This is an optimization exercise on Yosys and OpenROAD, whose aim is small area, not a production implementation. In this exercise RTL edits were held to simulation tests only and were not proved equivalent to the original. Power is estimated from default activity; no workload was simulated.

before:
==> flow/design.v (excerpt) <==
module main(
	output [2:0] led,
	output [3:0] AN_out,
	output [6:0] CN_out,
	input clk, rst, clear, enter, change,
	input [3:0] switch
);
Size in the first run: ~470 cells after synthesis, about 76 flip-flops, about 23 I/O pins, roughly 4200 µm² of cells after synthesis.
clock: 6.0 ns
lec_check: 0
abc_area: 1
cap_margin: 20
core_margin: 2
core_utilization: 60
place_density: 0.75
slew_margin: 20
standard.sh (not shown) runs the stock make flow with config.mk's settings and CLKGATE_MAP_FILE= SYNTH_SCRIPT=/design/flow/synth_recipe.tcl, a recipe that flattens the netlist after the stock synthesis.
==> flow/flow/run.sh <==
#!/bin/bash
# Own layout flow: the standard flow (standard.sh) with these changes:
# - synthesis: no half/full-adder cell extraction (ADDER_MAP_FILE empty) and a
#   stronger area-oriented ABC script (flow/abc_area.script, used through a
#   copy of the ORFS scripts folder); registers and their names are unchanged;
# - ports are buffered with the smallest buffer cell;
# - clock tree: small buffers and no dummy loads.
set -euo pipefail
W=$(pwd)
rm -rf "$W/xscripts"
cp -r "$FLOW_HOME/scripts" "$W/xscripts"
cp "$W/flow/abc_area.script" "$W/xscripts/abc_area.script"
CTS="-sink_clustering_enable -repair_clock_nets -dont_use_dummy_load -buf_list sky130_fd_sc_hd__clkbuf_16 -sink_clustering_size 40 -sink_clustering_max_diameter 300"
bash "$W/standard.sh" SCRIPTS_DIR="$W/xscripts" ADDER_MAP_FILE= ABC_AREA=1 \
	BUFFER_PORTS_ARGS="-buffer_cell sky130_fd_sc_hd__buf_1" \
	CTS_ARGS="$CTS" finish > "$W/make_flow.log" 2>&1
==> flow/flow/abc_area.script <==
strash
&get -n
&fraig -x
&put
dc2
strash
&get -n
&dch -f
&nf -R 1000
&put
mfs2
strash
&get -n
&dch -f
&nf -R 1000
&put
What after does differently from before at the input level:
diff --git a/flow/flow/run.sh b/flow/flow/run.sh
--- a/flow/flow/run.sh
+++ b/flow/flow/run.sh
@@ -13 +13 @@
-CTS="-sink_clustering_enable -repair_clock_nets -dont_use_dummy_load -buf_list sky130_fd_sc_hd__clkbuf_16 -sink_clustering_size 40 -sink_clustering_max_diameter 300"
+CTS="-sink_clustering_enable -repair_clock_nets -dont_use_dummy_load -buf_list sky130_fd_sc_hd__clkbuf_8"
### Flow results
Comparing after and before, the higher layout-stage area growth over the synthesis result was measured on before.
Critical path data required time: before vs after, no meaningful difference
after against before: count of clock-buffer cells in the layout level; global-route usage has decreased; cell count ~0 delta.
Compared with before, in after total power decreased by 150 µW relative to the old numbers, first-pass GRT wire length decreased by 1.5% relative to the old numbers, setup slack decreased by 7.2 ps relative to the old numbers, share of total power in combinational logic increased by 0.2 points relative to the old numbers, cell area after technology mapping closely matched the old numbers.


## run 1
The RTL this note starts from:
==> flow/design.v <==
module main(
	output [2:0] led,
	output [3:0] AN_out,
	output [6:0] CN_out,
	input clk, rst, clear, enter, change,
	input [3:0] switch
);
	reg [5:0] d;
	reg st;                        
	wire slow = (d == 6'd29);
	wire fast = (d[1:0] == 2'b11);
	always @(posedge clk or posedge rst)
		if (rst) begin d <= 6'd62; st <= 1'b0; end
		else begin d <= d + 1'b1; if (fast) st <= 1'b1; end
	reg e0, e1, e2, E;
	reg [1:0] q0, q1, q2, qp;      
	always @(posedge clk or posedge rst)
		if (rst) begin e0 <= 0; e1 <= 0; e2 <= 0; E <= 0; end
		else if (slow) begin e0 <= enter; e1 <= e0; e2 <= e1; E <= e1 & ~e2; end
	always @(posedge clk)
		if (slow) begin q0 <= {change, clear}; q1 <= q0; q2 <= q1; qp <= q1 & ~q2; end
	wire C = qp[0], G = qp[1];
	localparam [2:0] S_I = 3'd0, S_L = 3'd1, S_EP = 3'd2, S_U = 3'd3,
	                 S_CP = 3'd4, S_A = 3'd5, S_BD = 3'd6, S_LO = 3'd7;
	localparam [3:0] M_CL0 = 4'b0000, M_CL2 = 4'b0001, M_CL6 = 4'b0010, M_CL7 = 4'b0011,
	                 M_OPEN = 4'b1100, M_US = 4'b1101, M_LO = 4'b1110, M_BD = 4'b1111;
	reg [2:0] state;
	reg lf;
	reg [2:0] cnt;
	reg [4:0] th;
	reg tb;
	reg [3:0] tu;
	reg [3:0] mode;
	reg [15:0] passwd;
	reg [15:0] inp;
	wire swf = (switch == 4'hF);
	wire match = (passwd == inp);
	wire x511 = (th == 5'd25) && tb && (tu == 4'd1);
	wire t300 = (th == 5'd14) && tb && (tu == 4'd9);
	wire t360 = (th == 5'd17) && tb && (tu == 4'd9);
	wire t321 = (th == 5'd16) && !tb && (tu == 4'd0);
	wire t302 = (th == 5'd15) && !tb && (tu == 4'd1);
	wire t6   = (th == 5'd0) && !tb && (tu == 4'd5);
	reg [4:0] nth; reg ntb; reg [3:0] ntu;   
	always @(*) begin
		nth = th; ntb = tb; ntu = tu + 1'b1;
		if (x511) begin nth = 5'd0; ntb = 1'b0; ntu = 4'd0; end
		else if (tu == 4'd9) begin
			ntu = 4'd0; ntb = ~tb;
			if (tb) nth = th + 1'b1;
		end
	end
	reg [2:0] ledv;
	always @(*)
		case (mode[3:2])
			2'b00: ledv = {mode[1], mode[1] | mode[0], mode[1] & mode[0]};
			2'b01: ledv = 3'd2;
			2'b10: ledv = 3'd4;
			default: case (mode[1:0]) 2'b00: ledv = 3'd3; 2'b01: ledv = 3'd5; 2'b10: ledv = 3'd7; default: ledv = 3'd6; endcase
		endcase
	assign led = ledv;
	wire [3:0] cl_mode = (mode[3:2] == 2'b00) ? mode :
	                     (mode[3:2] == 2'b01) ? M_CL2 :
	                     mode[0] ? M_CL6 : M_CL7;
	always @(posedge clk or posedge rst)
		if (rst) begin
			state <= S_I; lf <= 1'b1; cnt <= 3'd0;
			th <= 5'd25; tb <= 1'b1; tu <= 4'd1;
			mode <= M_CL0;
		end else if (slow) begin
			case (state)
			S_I: begin
				mode <= cl_mode;
				if (t6) begin state <= S_BD; {th, tb, tu} <= {5'd25, 1'b1, 4'd1}; end
				else if (E && !swf) begin state <= S_A; {th, tb, tu} <= {5'd25, 1'b1, 4'd1}; end
				else if (E) {th, tb, tu} <= {nth, ntb, ntu};
			end
			S_L: begin
				mode <= cl_mode;
				lf <= 1'b1; cnt <= 3'd0; {th, tb, tu} <= {5'd25, 1'b1, 4'd1};
				if (E && !swf) state <= S_A;
			end
			S_A: begin
				mode <= M_US;
				if (E) begin state <= lf ? S_EP : S_CP; {th, tb, tu} <= {5'd25, 1'b1, 4'd1}; end
				else begin {th, tb, tu} <= {nth, ntb, ntu}; if (t300) state <= S_LO; end
			end
			S_EP: begin
				if (cnt == 3'd4) state <= (match == lf) ? S_U : S_L;
				else if (t300) state <= S_LO;
				if (cnt[2] == 1'b0) mode <= {2'b01, cnt[1:0]};
				if (E && cnt == 3'd3) begin cnt <= 3'd4; {th, tb, tu} <= {5'd25, 1'b1, 4'd1}; end
				else if (C) begin cnt <= 3'd0; {th, tb, tu} <= {5'd25, 1'b1, 4'd1}; end
				else begin {th, tb, tu} <= {nth, ntb, ntu}; if (E && !cnt[2]) cnt <= cnt + 1'b1; end
			end
			S_U: begin
				mode <= M_OPEN;
				cnt <= 3'd0; lf <= 1'b0; {th, tb, tu} <= {nth, ntb, ntu};
				if (E) state <= S_EP;
				else if (G) state <= S_A;
				else if (t300) state <= S_LO;
			end
			S_CP: begin
				if (cnt == 3'd5) state <= S_U;
				else if (t300) state <= S_LO;
				if (cnt[2] == 1'b0) mode <= {2'b10, cnt[1:0]};
				if (E && cnt == 3'd4) cnt <= 3'd5;
				else if (C) begin cnt <= 3'd0; {th, tb, tu} <= {5'd25, 1'b1, 4'd1}; end
				else begin {th, tb, tu} <= {nth, ntb, ntu}; if (E && !cnt[2]) cnt <= cnt + 1'b1; end
			end
			S_LO: begin
				{th, tb, tu} <= {nth, ntb, ntu};
				if (t360) state <= S_L;
				if (t302) mode <= M_LO;
			end
			S_BD: begin
				{th, tb, tu} <= {nth, ntb, ntu};
				mode <= M_BD;
				if (t321) state <= S_L;
			end
			endcase
		end
	always @(posedge clk)
		if (slow) begin
			if (state == S_I) passwd <= 16'h0000;
			else if (state == S_BD) passwd <= 16'h3456;
			else if (state == S_CP && E && cnt == 3'd4) passwd <= inp;
		end
	wire wr = slow && (state == S_EP || state == S_CP) && !cnt[2];
	always @(posedge clk) begin
		if (wr && cnt[1:0] == 2'd0) inp[15:12] <= switch;
		if (wr && cnt[1:0] == 2'd1) inp[11:8] <= switch;
		if (wr && cnt[1:0] == 2'd2) inp[7:4] <= switch;
		if (wr && cnt[1:0] == 2'd3) inp[3:0] <= switch;
	end
	localparam [4:0] G_L = 5'h10, G_P = 5'h11, G_N = 5'h12, G_V = 5'h13,
	                 G_DASH = 5'h14, G_US = 5'h15, G_BL = 5'h16;
	function [4:0] bdtext(input [4:0] i);
		case (i)
		5'd4, 5'd14, 5'd15: bdtext = 5'd1;
		5'd6: bdtext = G_L;
		5'd7: bdtext = 5'd0;
		5'd8: bdtext = G_V;
		5'd9, 5'd11: bdtext = 5'd14;
		5'd12: bdtext = 5'd12;
		5'd13: bdtext = 5'd3;
		default: bdtext = G_BL;
		endcase
	endfunction
	wire [1:0] j = ~(d[3:2] + 1'b1);    
	reg [3:0] dig;
	always @(*)
		case (j)
			2'd0: dig = inp[15:12];
			2'd1: dig = inp[11:8];
			2'd2: dig = inp[7:4];
			default: dig = inp[3:0];
		endcase
	wire [1:0] k = mode[1:0];
	reg [4:0] glyph;
	always @(*)
		case (mode[3:2])
		2'b00:  
			case (j) 2'd0: glyph = 5'd12; 2'd1: glyph = G_L; 2'd2: glyph = 5'd5; default: glyph = 5'd13; endcase
		2'b01:  
			if (j < k) glyph = G_DASH;
			else if (j == k) glyph = {1'b0, dig};
			else glyph = G_US;
		2'b10:  
			if (j > k) glyph = G_US;
			else if (k == 2'd1 && j == 2'd0) glyph = {2'b00, inp[15:13]};
			else if (k == 2'd1 && j == 2'd1) glyph = {inp[12], inp[11:8]};
			else glyph = {1'b0, dig};
		default:
			case (mode[1:0])
			2'b00: case (j) 2'd0: glyph = 5'd0; 2'd1: glyph = G_P; 2'd2: glyph = 5'd14; default: glyph = G_N; endcase
			2'b01: glyph = G_US;
			2'b10:  
				if (tb || th == 5'd18) glyph = G_BL;
				else case (j) 2'd0: glyph = G_BL; 2'd1: glyph = 5'd0; 2'd2: glyph = G_V; default: glyph = 5'd7; endcase
			default: glyph = bdtext({1'b0, th[3:0]} + {3'b0, j});
			endcase
		endcase
	reg [4:0] ch;
	always @(posedge clk or posedge rst)
		if (rst) ch <= G_BL;
		else if (fast) ch <= glyph;
	assign AN_out = st ? ~(4'b0001 << d[3:2]) : 4'b1111;
	reg [6:0] seg;
	always @(*)
		if (!ch[4]) case (ch[3:0])
			4'h0: seg = 7'b0000001;
			4'h1: seg = 7'b1001111;
			4'h2: seg = 7'b0010010;
			4'h3: seg = 7'b0000110;
			4'h4: seg = 7'b1001100;
			4'h5: seg = 7'b0100100;
			4'h6: seg = 7'b0100000;
			4'h7: seg = 7'b0001111;
			4'h8: seg = 7'b0000000;
			4'h9: seg = 7'b0000100;
			4'hA: seg = 7'b0001000;
			4'hB: seg = 7'b1100000;
			4'hC: seg = 7'b0110001;
			4'hD: seg = 7'b1000010;
			4'hE: seg = 7'b0110000;
			default: seg = 7'b0111000;
		endcase
		else if (ch[3]) seg = 7'b1111111;
		else case (ch[2:0])
			3'd0: seg = 7'b1110001;
			3'd1: seg = 7'b0011000;
			3'd2: seg = 7'b1101010;
			3'd3: seg = 7'b1000001;
			3'd4: seg = 7'b1111110;
			3'd5: seg = 7'b1110111;
			default: seg = 7'b1111111;
		endcase
	assign CN_out = seg;
endmodule
Settings: LEC_CHECK=0, ABC_AREA=1, CAP_MARGIN=20, CORE_MARGIN=2, CORE_UTILIZATION=40, PLACE_DENSITY=0.6, SLEW_MARGIN=20; clock period 6.0 ns.
run.sh (not shown) runs the stock make flow with config.mk's settings and CLKGATE_MAP_FILE= SYNTH_SCRIPT=/design/flow/synth_recipe.tcl, a recipe that flattens the netlist after the stock synthesis.
Stock flow here: none of the scripts above is used.
Relative to run 1, the following input files were edited for run 2:
==> flow/flow/run.sh (new file) <==
#!/bin/bash
# Own layout flow: the standard flow (standard.sh), with two synthesis
# changes that only touch combinational logic: no half/full-adder cell
# extraction (ADDER_MAP_FILE empty) and a stronger area-oriented ABC script
# (flow/abc_area.script, used through a copy of the ORFS scripts folder).
# Ports get the smallest buffer cell.
set -euo pipefail
W=$(pwd)
rm -rf "$W/xscripts"
cp -r "$FLOW_HOME/scripts" "$W/xscripts"
cp "$W/flow/abc_area.script" "$W/xscripts/abc_area.script"
bash "$W/standard.sh" SCRIPTS_DIR="$W/xscripts" ADDER_MAP_FILE= ABC_AREA=1 \
	BUFFER_PORTS_ARGS="-buffer_cell sky130_fd_sc_hd__buf_1" finish > "$W/make_flow.log" 2>&1
==> flow/flow/abc_area.script (new file) <==
strash
&get -n
&fraig -x
&put
dc2
strash
&get -n
&deepsyn -T 60
&put
strash
&get -n
&dch -f
&nf -R 1000
&put
mfs2
strash
&get -n
&dch -f
&nf -R 1000
&put
==> flow/standard.sh (new file) <==
#!/bin/bash
# synth_recipe.tcl (not shown) runs the flow's synth.tcl, then flattens the netlist and writes it again
# the make line also repeats each setting of config.mk as NAME=value (left out here)
make -C /OpenROAD-flow-scripts/flow DESIGN_CONFIG=/design/flow/config.mk WORK_HOME=/design/flow/orfs CLKGATE_MAP_FILE= SYNTH_SCRIPT=/design/flow/synth_recipe.tcl "${@:-finish}"
removed: flow/run.sh
Findings:
- In run 2 the proportion of power drawn by the clock network turned out 9.1 points lower than in run 1.
- Of run 2 and run 1, run 1 shows the higher headroom to the max-slew limit, with run 2 below it.
- Relative to run 1, register-to-register setup slack has decreased by 0.31 ns in run 2.
- Delta (run 2 minus run 1): cell count down 294, growth of design area from synthesis to finish down 1.9 points, achievable frequency up 5.3%.
> inputs changed (run 2 -> run 3)
- swapping 0.6 for 0.75 in PLACE_DENSITY
- swapping 40 for 60 in CORE_UTILIZATION
==> flow/flow/run.sh <==
#!/bin/bash
# Own layout flow: the standard flow (standard.sh) with these changes:
# - synthesis: no half/full-adder cell extraction (ADDER_MAP_FILE empty) and a
#   stronger area-oriented ABC script (flow/abc_area.script, used through a
#   copy of the ORFS scripts folder); registers and their names are unchanged;
# - ports are buffered with the smallest buffer cell;
# - clock tree: small buffers and no dummy loads.
set -euo pipefail
W=$(pwd)
rm -rf "$W/xscripts"
cp -r "$FLOW_HOME/scripts" "$W/xscripts"
cp "$W/flow/abc_area.script" "$W/xscripts/abc_area.script"
CTS="-sink_clustering_enable -repair_clock_nets -dont_use_dummy_load -buf_list sky130_fd_sc_hd__clkbuf_8"
bash "$W/standard.sh" SCRIPTS_DIR="$W/xscripts" ADDER_MAP_FILE= ABC_AREA=1 \
	BUFFER_PORTS_ARGS="-buffer_cell sky130_fd_sc_hd__buf_1" \
	CTS_ARGS="$CTS" finish > "$W/make_flow.log" 2>&1
The flow did not stop early for run 3: all stages ran, and the layout cleared the timing, DRC and antenna checks.
Run 2 finished all stages; the layout is clean.
Core utilization: run 3 higher than run 2
Diff run 2..run 3 | number of global-route vias before repair | unchanged
In the metrics for run 3 and run 2, the one carrying the lower total die area is run 3.
In the reports for run 3 and run 2, the larger final-layout worst hold slack belongs to run 3.
## Diff of input files: run 4 against run 3
diff --git a/flow/flow/run.sh b/flow/flow/run.sh
--- a/flow/flow/run.sh
+++ b/flow/flow/run.sh
@@ -12,3 +12,3 @@
 cp "$W/flow/abc_area.script" "$W/xscripts/abc_area.script"
-CTS="-sink_clustering_enable -repair_clock_nets -dont_use_dummy_load -buf_list sky130_fd_sc_hd__clkbuf_8"
+CTS="-sink_clustering_enable -repair_clock_nets -dont_use_dummy_load -buf_list sky130_fd_sc_hd__clkbuf_4 -sink_clustering_size 8 -sink_clustering_max_diameter 40"
 bash "$W/standard.sh" SCRIPTS_DIR="$W/xscripts" ADDER_MAP_FILE= ABC_AREA=1 \
[summary]
The final layout from run 3, which completed every stage, passed the timing, DRC and antenna checks at the end of the flow.
Run 4: full flow OK, the timing, DRC and antenna checks passed
Comparing run 4 against run 3, there is no change at all in post-CTS resize count.
Re sequential portion of the cell area: run 4 is 0.60 points up on run 3.
Looking only at number of fillers in the final layout, and setting everything else aside, the higher value of run 4 and run 3 goes to run 4.

re-timing with driven ports:
Ports are ideal in the flow. The routed layouts listed here were re-timed in OpenROAD. Step 1 sets driving cells, clkbuf_16 on the clock port and buf_2 on the other inputs (assumed; they add their load-dependent delay and slew). Step 2 also shifts input and output timing later by t, the mid clock arrival at the registers, as if the neighbouring blocks saw the same clock. a / b / c = ideal / step 1 / step 2; a / b = the first two.
run	t, ns	setup WS [ns]	slew at the worst register clock pin (ns)	pins driven straight from the clock port
before	0.364	1.849 / 1.849 / 1.849	0.06 / 0.06	1
after	0.367	1.842 / 1.842 / 1.842	0.08 / 0.08	1
run 1	0.384	2.389 / 2.349 / 2.733	0.06 / 0.06	1
run 2	0.379	2.571 / 2.539 / 2.918	0.08 / 0.08	1
run 3	0.359	2.613 / 2.583 / 2.929	0.08 / 0.08	1
run 4	0.424	2.542 / 2.514 / 2.927	0.12 / 0.12	1
After both steps every run listed still meets setup and hold.
